From an optimization exercise on the open Yosys and OpenROAD flow, aimed at small area, a short achievable clock period and few clock cycles per item; shortcuts taken in it are not production practice.
The RTL was checked by simulation tests, not by an equivalence proof against the original design.
Power figures rest on the tool's default switching activity, not on a simulated workload.

File: flow/config.mk
export PLATFORM = sky130hd
export DESIGN_NAME = JAM
export DESIGN_NICKNAME = JAM
export VERILOG_FILES = /design/flow/design.v
export SDC_FILE = /design/flow/constraint.sdc
export NUM_CORES = 4
export LEC_CHECK = 0
export CAP_MARGIN = 20
export CORE_MARGIN = 2
export CORE_UTILIZATION = 40
export SLEW_MARGIN = 20
File: flow/constraint.sdc
create_clock -name core_clock -period 10.0 [get_ports {CLK}]
set_input_delay 2.0000 -clock core_clock [delete_from_list [all_inputs] [get_ports {CLK}]]
set_output_delay 2.0000 -clock core_clock [all_outputs]
set_load 0.01 [all_outputs]
File: flow/design.v
module JAM (
input CLK,
input RST,
output reg [2:0] W,
output reg [2:0] J,
input [6:0] Cost,
output reg [3:0] MatchCount,
output reg [9:0] MinCost,
output reg Valid );
integer k;
reg        rst_q;
reg        iv, iv_d1;
reg [5:0]  wa_d1;
reg [6:0]  T [0:63];
reg [3:0]  rows_done;
always @(posedge CLK) begin
	rst_q <= RST;
	if (RST) begin
		W <= 3'd0;
		J <= 3'd0;
		iv <= 1'b1;
		iv_d1 <= 1'b0;
	end
	else begin
		iv_d1 <= iv;
		wa_d1 <= {W, J};
		if (iv) begin
			if ({W, J} == 6'd63)
				iv <= 1'b0;
			else
				{W, J} <= {W, J} + 6'd1;
		end
	end
end
always @(posedge CLK) begin
	if (!RST && iv_d1)
		T[wa_d1] <= Cost;
end
always @(posedge CLK) begin
	if (rst_q)
		rows_done <= 4'd0;
	else if (!RST && iv_d1 && wa_d1[2:0] == 3'd7)
		rows_done <= rows_done + 4'd1;
end
localparam H_WAIT = 3'd0, H_S2 = 3'd1, H_S3 = 3'd2, H_DEC = 3'd3,
           H_E = 3'd4, H_ELIM = 3'd5, H_DFS = 3'd6, H_DONE = 3'd7;
reg [2:0]  hs;
reg [2:0]  ph;                  
reg [10:0] nv [0:7];     
reg [11:0] NU [0:7];     
reg [9:0]  minv [0:7];
reg [3:0]  way [0:7];           
reg [2:0]  p [0:7];             
reg [7:0]  matched;
reg [7:0]  used;                
reg [7:0]  usedrow;             
reg [9:0]  D;
reg [2:0]  j1;
reg [9:0]  total;
reg [6:0]  Trow [0:7];
reg [11:0] Xr;
reg [3:0]  j0_r;
reg        s2_first;
reg [2:0]  erow;                
reg [2:0]  s2_erow;
reg        s2_e;                
reg        busy;
reg [2:0]  aug_j;
reg [2:0]  aug_row;
reg [7:0]  E [0:7];
reg [7:0]  AR, AC;
reg [2:0]  dl;
reg [2:0]  ch [0:7];
reg        rs;
reg [3:0]  cnt;
reg [12:0] val [0:7];
reg [9:0]  v10 [0:7];
always @* begin
	for (k = 0; k < 8; k = k + 1) begin
		val[k] = {6'd0, Trow[k]} + {3'd0, nv[k][9:0]} + {Xr[11], Xr};
		v10[k] = (val[k][12:10] != 3'd0) ? 10'h3ff : val[k][9:0];
	end
end
reg [10:0] key [0:7];
reg [10:0] m01, m23, m45, m67, m03, m47, m07;
reg [2:0]  i01, i23, i45, i67, i03, i47, i07;
always @* begin
	for (k = 0; k < 8; k = k + 1)
		key[k] = used[k] ? 11'h7ff : {1'b0, minv[k]};
	if (key[1] < key[0]) begin m01 = key[1]; i01 = 3'd1; end else begin m01 = key[0]; i01 = 3'd0; end
	if (key[3] < key[2]) begin m23 = key[3]; i23 = 3'd3; end else begin m23 = key[2]; i23 = 3'd2; end
	if (key[5] < key[4]) begin m45 = key[5]; i45 = 3'd5; end else begin m45 = key[4]; i45 = 3'd4; end
	if (key[7] < key[6]) begin m67 = key[7]; i67 = 3'd7; end else begin m67 = key[6]; i67 = 3'd6; end
	if (m23 < m01) begin m03 = m23; i03 = i23; end else begin m03 = m01; i03 = i01; end
	if (m67 < m45) begin m47 = m67; i47 = i67; end else begin m47 = m45; i47 = i45; end
	if (m47 < m03) begin m07 = m47; i07 = i47; end else begin m07 = m03; i07 = i03; end
end
wire       dec_m   = matched[j1];
wire [2:0] dec_row = p[j1];
wire [11:0] dec_X = {2'b00, D} + NU[dec_row];
wire [3:0] ph1 = {1'b0, ph} + 4'd1;
reg [7:0]  ecol [0:7];
reg [7:0]  rdeg1, cdeg1, rm_r, rm_c;
reg [7:0]  er, ec;
reg [7:0]  umask, above, cand, candlow, rowsabove, rowsbelow;
reg [2:0]  candidx, nextrow, prevrow;
reg        have_above, have_below;
function onehot8;
	input [7:0] x;
	begin
		onehot8 = (x != 8'd0) && ((x & (x - 8'd1)) == 8'd0);
	end
endfunction
always @* begin
	for (k = 0; k < 8; k = k + 1) begin
		ecol[k] = {E[7][k], E[6][k], E[5][k], E[4][k], E[3][k], E[2][k], E[1][k], E[0][k]};
	end
	for (k = 0; k < 8; k = k + 1) begin
		rdeg1[k] = AR[k] & onehot8(E[k] & AC);
		cdeg1[k] = AC[k] & onehot8(ecol[k] & AR);
	end
	for (k = 0; k < 8; k = k + 1) begin
		rm_r[k] = rdeg1[k] | (|(E[k] & cdeg1));
		rm_c[k] = cdeg1[k] | (|(ecol[k] & rdeg1));
	end
	umask = ~AC;
	for (k = 0; k < 8; k = k + 1)
		if (AR[k] && k < dl)
			umask = umask | (8'd1 << ch[k]);
	above = rs ? ~((8'd2 << ch[dl]) - 8'd1) : 8'hff;
	cand = E[dl] & ~umask & above;
	candidx = 3'd0;
	for (k = 7; k >= 0; k = k - 1)
		if (cand[k]) candidx = k;
	rowsabove = AR & ~((8'd2 << dl) - 8'd1);
	rowsbelow = AR & ((8'd1 << dl) - 8'd1);
	have_above = |rowsabove;
	have_below = |rowsbelow;
	nextrow = 3'd0;
	for (k = 7; k >= 0; k = k - 1)
		if (rowsabove[k]) nextrow = k;
	prevrow = 3'd0;
	for (k = 0; k < 8; k = k + 1)
		if (rowsbelow[k]) prevrow = k;
end
reg [2:0] firstrow;
always @* begin
	firstrow = 3'd0;
	for (k = 7; k >= 0; k = k - 1)
		if (AR[k]) firstrow = k;
end
wire elim_stable = ((rm_r & AR) == 8'd0) && ((rm_c & AC) == 8'd0);
wire done_now = (hs == H_ELIM && !s2_e && elim_stable && AR == 8'd0) ||
                (hs == H_DFS && cand == 8'd0 && !have_below);
always @(posedge CLK) begin
	if (rst_q) begin
		hs <= H_WAIT;
		ph <= 3'd0;
		for (k = 0; k < 8; k = k + 1) begin
			nv[k] <= 11'd0;
			way[k] <= 4'b1000;
		end
		matched <= 8'd0;
		used <= 8'd0;
		usedrow <= 8'd0;
		total <= 10'd0;
		busy <= 1'b0;
		s2_e <= 1'b0;
	end
	else begin
		if (busy) begin
			matched[aug_j] <= 1'b1;
			if (way[aug_j][3]) begin
				p[aug_j] <= aug_row;
				busy <= 1'b0;
				for (k = 0; k < 8; k = k + 1)
					way[k] <= 4'b1000;
			end
			else begin
				p[aug_j] <= p[way[aug_j][2:0]];
				aug_j <= way[aug_j][2:0];
			end
		end
		if (hs == H_S2) begin
			for (k = 0; k < 8; k = k + 1) begin
				if (s2_first) begin
					minv[k] <= v10[k];
				end
				else if (!used[k] && v10[k] < minv[k]) begin
					minv[k] <= v10[k];
					way[k] <= j0_r;
				end
			end
			hs <= H_S3;
		end
		if (s2_e) begin
			for (k = 0; k < 8; k = k + 1)
				E[s2_erow][k] <= (val[k] == 13'd0);
		end
		s2_e <= 1'b0;
		if (hs == H_S3) begin
			D <= m07[9:0];
			j1 <= i07;
			hs <= H_DEC;
		end
		if (hs == H_WAIT && rows_done > {1'b0, ph}) begin
			for (k = 0; k < 8; k = k + 1)
				Trow[k] <= T[ph*8+k];
			Xr <= 12'd0;
			NU[ph] <= 12'd0;
			usedrow <= 8'd1 << ph;
			j0_r <= 4'b1000;
			s2_first <= 1'b1;
			hs <= H_S2;
		end
		if (hs == H_DEC && !busy) begin
			if (dec_m) begin
				for (k = 0; k < 8; k = k + 1)
					Trow[k] <= T[dec_row*8+k];
				Xr <= dec_X;
				NU[dec_row] <= dec_X;
				used[j1] <= 1'b1;
				nv[j1] <= nv[j1] - {1'b0, D};
				usedrow[dec_row] <= 1'b1;
				j0_r <= {1'b0, j1};
				s2_first <= 1'b0;
				hs <= H_S2;
			end
			else begin
				for (k = 0; k < 8; k = k + 1) begin
					if (used[k])
						nv[k] <= nv[k] + {1'b0, D};
					if (usedrow[k])
						NU[k] <= NU[k] - {2'b00, D};
				end
				total <= total + D;
				used <= 8'd0;
				usedrow <= 8'd0;
				ph <= ph + 3'd1;
				if (ph == 3'd7) begin
					hs <= H_E;
					erow <= 3'd0;
				end
				else begin
					busy <= 1'b1;
					aug_j <= j1;
					aug_row <= ph;
					if (rows_done > ph1) begin
						for (k = 0; k < 8; k = k + 1)
							Trow[k] <= T[ph1[2:0]*8+k];
						Xr <= 12'd0;
						NU[ph1[2:0]] <= 12'd0;
						usedrow <= 8'd1 << ph1[2:0];
						j0_r <= 4'b1000;
						s2_first <= 1'b1;
						hs <= H_S2;
					end
					else
						hs <= H_WAIT;
				end
			end
		end
		if (hs == H_E) begin
			for (k = 0; k < 8; k = k + 1)
				Trow[k] <= T[erow*8+k];
			Xr <= NU[erow];
			s2_e <= 1'b1;
			s2_erow <= erow;
			erow <= erow + 3'd1;
			if (erow == 3'd7) begin
				hs <= H_ELIM;
				AR <= 8'hff;
				AC <= 8'hff;
			end
		end
		if (hs == H_ELIM && !s2_e) begin
			if (!elim_stable) begin
				AR <= AR & ~rm_r;
				AC <= AC & ~rm_c;
			end
			else begin
				hs <= H_DFS;
				dl <= firstrow;
				rs <= 1'b0;
				cnt <= 4'd0;
				if (AR == 8'd0) begin
					cnt <= 4'd1;
					hs <= H_DONE;
				end
			end
		end
		if (hs == H_DFS) begin
			if (cand != 8'd0) begin
				ch[dl] <= candidx;
				if (have_above) begin
					dl <= nextrow;
					rs <= 1'b0;
				end
				else begin
					cnt <= cnt + 4'd1;
					rs <= 1'b1;
				end
			end
			else begin
				if (have_below) begin
					dl <= prevrow;
					rs <= 1'b1;
				end
				else begin
					hs <= H_DONE;
				end
			end
		end
	end
end
always @(posedge CLK) begin
	if (RST || rst_q)
		Valid <= 1'b0;
	else if (done_now)
		Valid <= 1'b1;
end
always @(posedge CLK) begin
	if (done_now) begin
		MinCost <= total;
		MatchCount <= (AR == 8'd0) ? 4'd1 : cnt;
	end
end
endmodule
File: flow/run.sh
#!/bin/bash
# synth_recipe.tcl (not shown) runs the flow's synth.tcl, then flattens the netlist and writes it again
# the make line also repeats each setting of config.mk as NAME=value (left out here)
make -C /OpenROAD-flow-scripts/flow DESIGN_CONFIG=/design/flow/config.mk WORK_HOME=/design/flow/orfs CLKGATE_MAP_FILE= SYNTH_SCRIPT=/design/flow/synth_recipe.tcl finish
==> run notes <==
final timing paths:
check / startpoint / endpoint / cells past startpoint
min: iv / iv_d1 / 1
max: used[3] / flop / 31
max reg2reg: used[3] / flop / 31
min reg2reg: iv / iv_d1 / 1
cell type report:
class,count,area [µm²],share of cell area [%]
clock buffers,168,3550,4.20
inverters,359,1360,1.61
diodes,3,7.51,0.00888
flip-flops and latches,1058,30800,36.4
well taps,2526,3160,3.74
repair buffers,168,1350,1.60
multi-input cells,5616,43400,51.4
clock inverters,75,885,1.05
power groups by stage:
stage / sequential [µW] / combinational, µW / clock (µW)
final: 4980 / 1660 / 4970
after global routing: 4980 / 1820 / 5200
after CTS: 4980 / 1630 / 5040
after detailed placement: 5070 / 1620 / 0
after global placement: 5070 / 1580 / 0
after floorplan: 5020 / 1160 / 0
cell families (layout without fill, tap and decap cells):
family,after synthesis,after routing,synth area share [%]
DFF,1058,1058,39.9
and+or+nand+nor,2429,2429,14.4
muxes,672,672,15.5
buffers and inverters,797,770,3.96
adders and majority gates,548,548,9.21
AOI/OAI and AO/OA,1670,1670,13.7
other,0,3,0
xor gates and xnor gates,297,297,3.38
routing by layer:
layer,track usage [%],wire length (µm),vias up
met5,0,50,-
met1,34.7,106000,30200
met3,4.74,23400,674
met4,10.6,10500,8
met2,40.6,117000,3189
li1,-,-,27900
worst max-delay path, delay by kind of cell (launching register included):
| kind | cells | cell delay [ns] |
|---|---|---|
| buffers and inverters | 4 | 0.90 |
| AND/OR/NAND/NOR | 4 | 0.34 |
| flip-flops | 1 | 0.92 |
| adder cells (fa/ha/maj) | 3 | 0.79 |
| multiplexers | 2 | 0.55 |
| AO/OA/AOI/OAI | 18 | 3.74 |
flip-flops by register name (all words and copies together) (netlist names), 10 cells and up, named ones only:
name / cells
total: 10
Trow: 56
NU: 96
ch: 24
D: 10
way: 32
MinCost: 10
nv: 80
E: 64
minv: 80
p: 24
T: 448
Xr: 12
through the flow:
stage / setup WS [ns] / total power [µW]
finish: 2.61 / 11600
global route: 1.89 / 12000
CTS: 2.34 / 11600
detailed placement: 2.37 / 6690
global placement: 2.33 / 6650
floorplan: 3.35 / 6180
cell usage after synthesis (all sizes together), types with 81 or more instances:
| library cell | instances |
|---|---|
| edfxtp | 958 |
| nand2 | 1072 |
| clkbuf | 322 |
| and3 | 105 |
| dfxtp | 100 |
| ha | 503 |
| xnor2 | 206 |
| nand3 | 299 |
| xor2 | 91 |
| o21ai | 324 |
| a21o | 119 |
| mux2i | 221 |
| buf | 116 |
| mux4 | 408 |
| nor3 | 120 |
| a31oi | 81 |
| o21bai | 87 |
| nor2 | 455 |
| nand2b | 84 |
| o22ai | 117 |
| a21oi | 515 |
| inv | 357 |
==> impl_metrics.json <==
{
  "antenna_found_initial": 12,
  "avgSynthCellArea_um2": 10.3,
  "yosysSeqAreaShare_pct": 39.9,
  "cts_root_buffer": "clkbuf_16",
  "synth-edff-count": 958,
  "critPathMaxStageDelay_ns": 0.92,
  "numCtsBuffers": 131,
  "p_seq_share_pct": 42.9,
  "wl_um": 257000,
  "die_y_um": 443,
  "drt_iter0_drc": 6980,
  "dpl.cell_count": 9725,
  "grt_pass1_wl_um": 385000,
  "pin_count": 30,
  "cp_slowest_cell": "dfxtp_1",
  "hold_slack_ns": 0.471,
  "required_ns": 10.68,
  "final_cell_mix": "nand2_1, edfxtp_1, a21oi_1",
  "nets": 7881,
  "synth.top_cells.by_area": "edfxtp_1, mux4_2, ha_1, nand2_1, a21oi_1",
  "post-route-min-period_ns": 7.39,
  "dp_hpwl_um": 175000,
  "fp.dieArea_um2": 196000,
  "gp_congestion": 0.954,
  "cts.htree.levels": 4,
  "clock-sinks": 1058,
  "r2r_slack_ns": 2.61,
  "status": "finished clean",
  "grt_pass1_vias": 60200,
  "grt_start_max_net_pins": 154,
  "synth_cells": 7471,
  "syn-num-nets": 8018,
  "antenna_left": 0,
  "yosysTopAreaCellShare_pct": 37.3,
  "swShare_pct": 27.6,
  "cp.arrival_ns": 8.07,
  "placed_area_um2": 80000,
  "vias_per_cell": 6.22,
  "clockBufferDepth": 3,
  "worst-setup-path-type": "flop to flop",
  "timing.fmax_mhz": 135,
  "cap_violations": 0,
  "cts.clk_slew.worst_paths_ns": 0.06,
  "cts_resized": 0,
  "hold_violations": 0,
  "tightest_slew_ns": 1.19,
  "post-route-period-util_pct": 73.9,
  "powerDensity_nw_per_um2": 137,
  "fin_cells": 9973,
  "hold_buffers": 0,
  "layout_commonest_cell": "nand2_1",
  "p_switching_uw": 3200,
  "hold_class": "flop to flop",
  "setup_viol": 0,
  "die_w_um": 443,
  "comb_power_share_pct": 14.3,
  "synth_flop_cell": "edfxtp_1",
  "final_layout_size_suffix_gt1_share_pct": 11.7,
  "worstPathMaxFanout": 19,
  "drc": 0,
  "setup-tns-final_ns": 0,
  "coreArea_um2": 192000,
  "ys_warn_count": 8,
  "ys_types": 96,
  "syn2layout_area_growth_pct": 9.68,
  "fin_area_um2": 84500,
  "vdd.ir_drop.worst_mv": 0.181,
  "portBuffers": 29,
  "grt_overflow": 0,
  "cts_setup_buffers": 0,
  "rows": 161,
  "first_pass_iters": 8,
  "yosysTopAreaCell": "edfxtp_1",
  "fin_skew_ns": 0.0356,
  "vias": 62100,
  "synth_area_um2": 77100,
  "intPower_uw": 8420,
  "rsz0062_at_grt": "no",
  "cp_common_cell": "a21o_1",
  "cts_tree": "built",
  "synth-seq-cells": 1058,
  "critPathLaunchType": "flop",
  "insertion_delay_ns": 0.82,
  "grt_usage_pct": 25.7,
  "p_clk_share_pct": 42.8,
  "final.fill_count": 17800,
  "power.leakage_uw": 0.0320,
  "routedWlPerCell_um": 25.8,
  "postSynth.asyncResetShare_pct": 0,
  "slew_viol_final": 0,
  "post-route-util_pct": 44.0,
  "cp-end-kind": "flop",
  "timing.slew.headroom_pct": 20.4,
  "start_util_pct": 40.1
}
Testbench counts, summed over its fixed seeds: cycles 2,378, items 24.

## what the ideal ports hide
Ports are ideal in the flow. The routed layout listed here was re-timed in OpenROAD.
Step 1: set_driving_cell puts a clkbuf_16 on CLK and a buf_2 on each other input, an assumption about the parent block.
Step 2, shift: input delay + t, output delay - t, t = (earliest + latest rising clock arrival at the registers) / 2. This alone moves slack from input paths to output paths.
a / b / c = ideal ports / drivers / drivers and shift; a / b = the first two.
t (ns): 0.883
setup slack, ns: 2.609 / 2.609 / 2.609
worst register clock-pin slew, ns: 0.06 / 0.06
worst data-port slew with drivers (ns): 0.04
After both steps this run still meets setup and hold. The setup slack of this run moves by 0.000 ns with the drivers and by 0.000 ns with both steps.
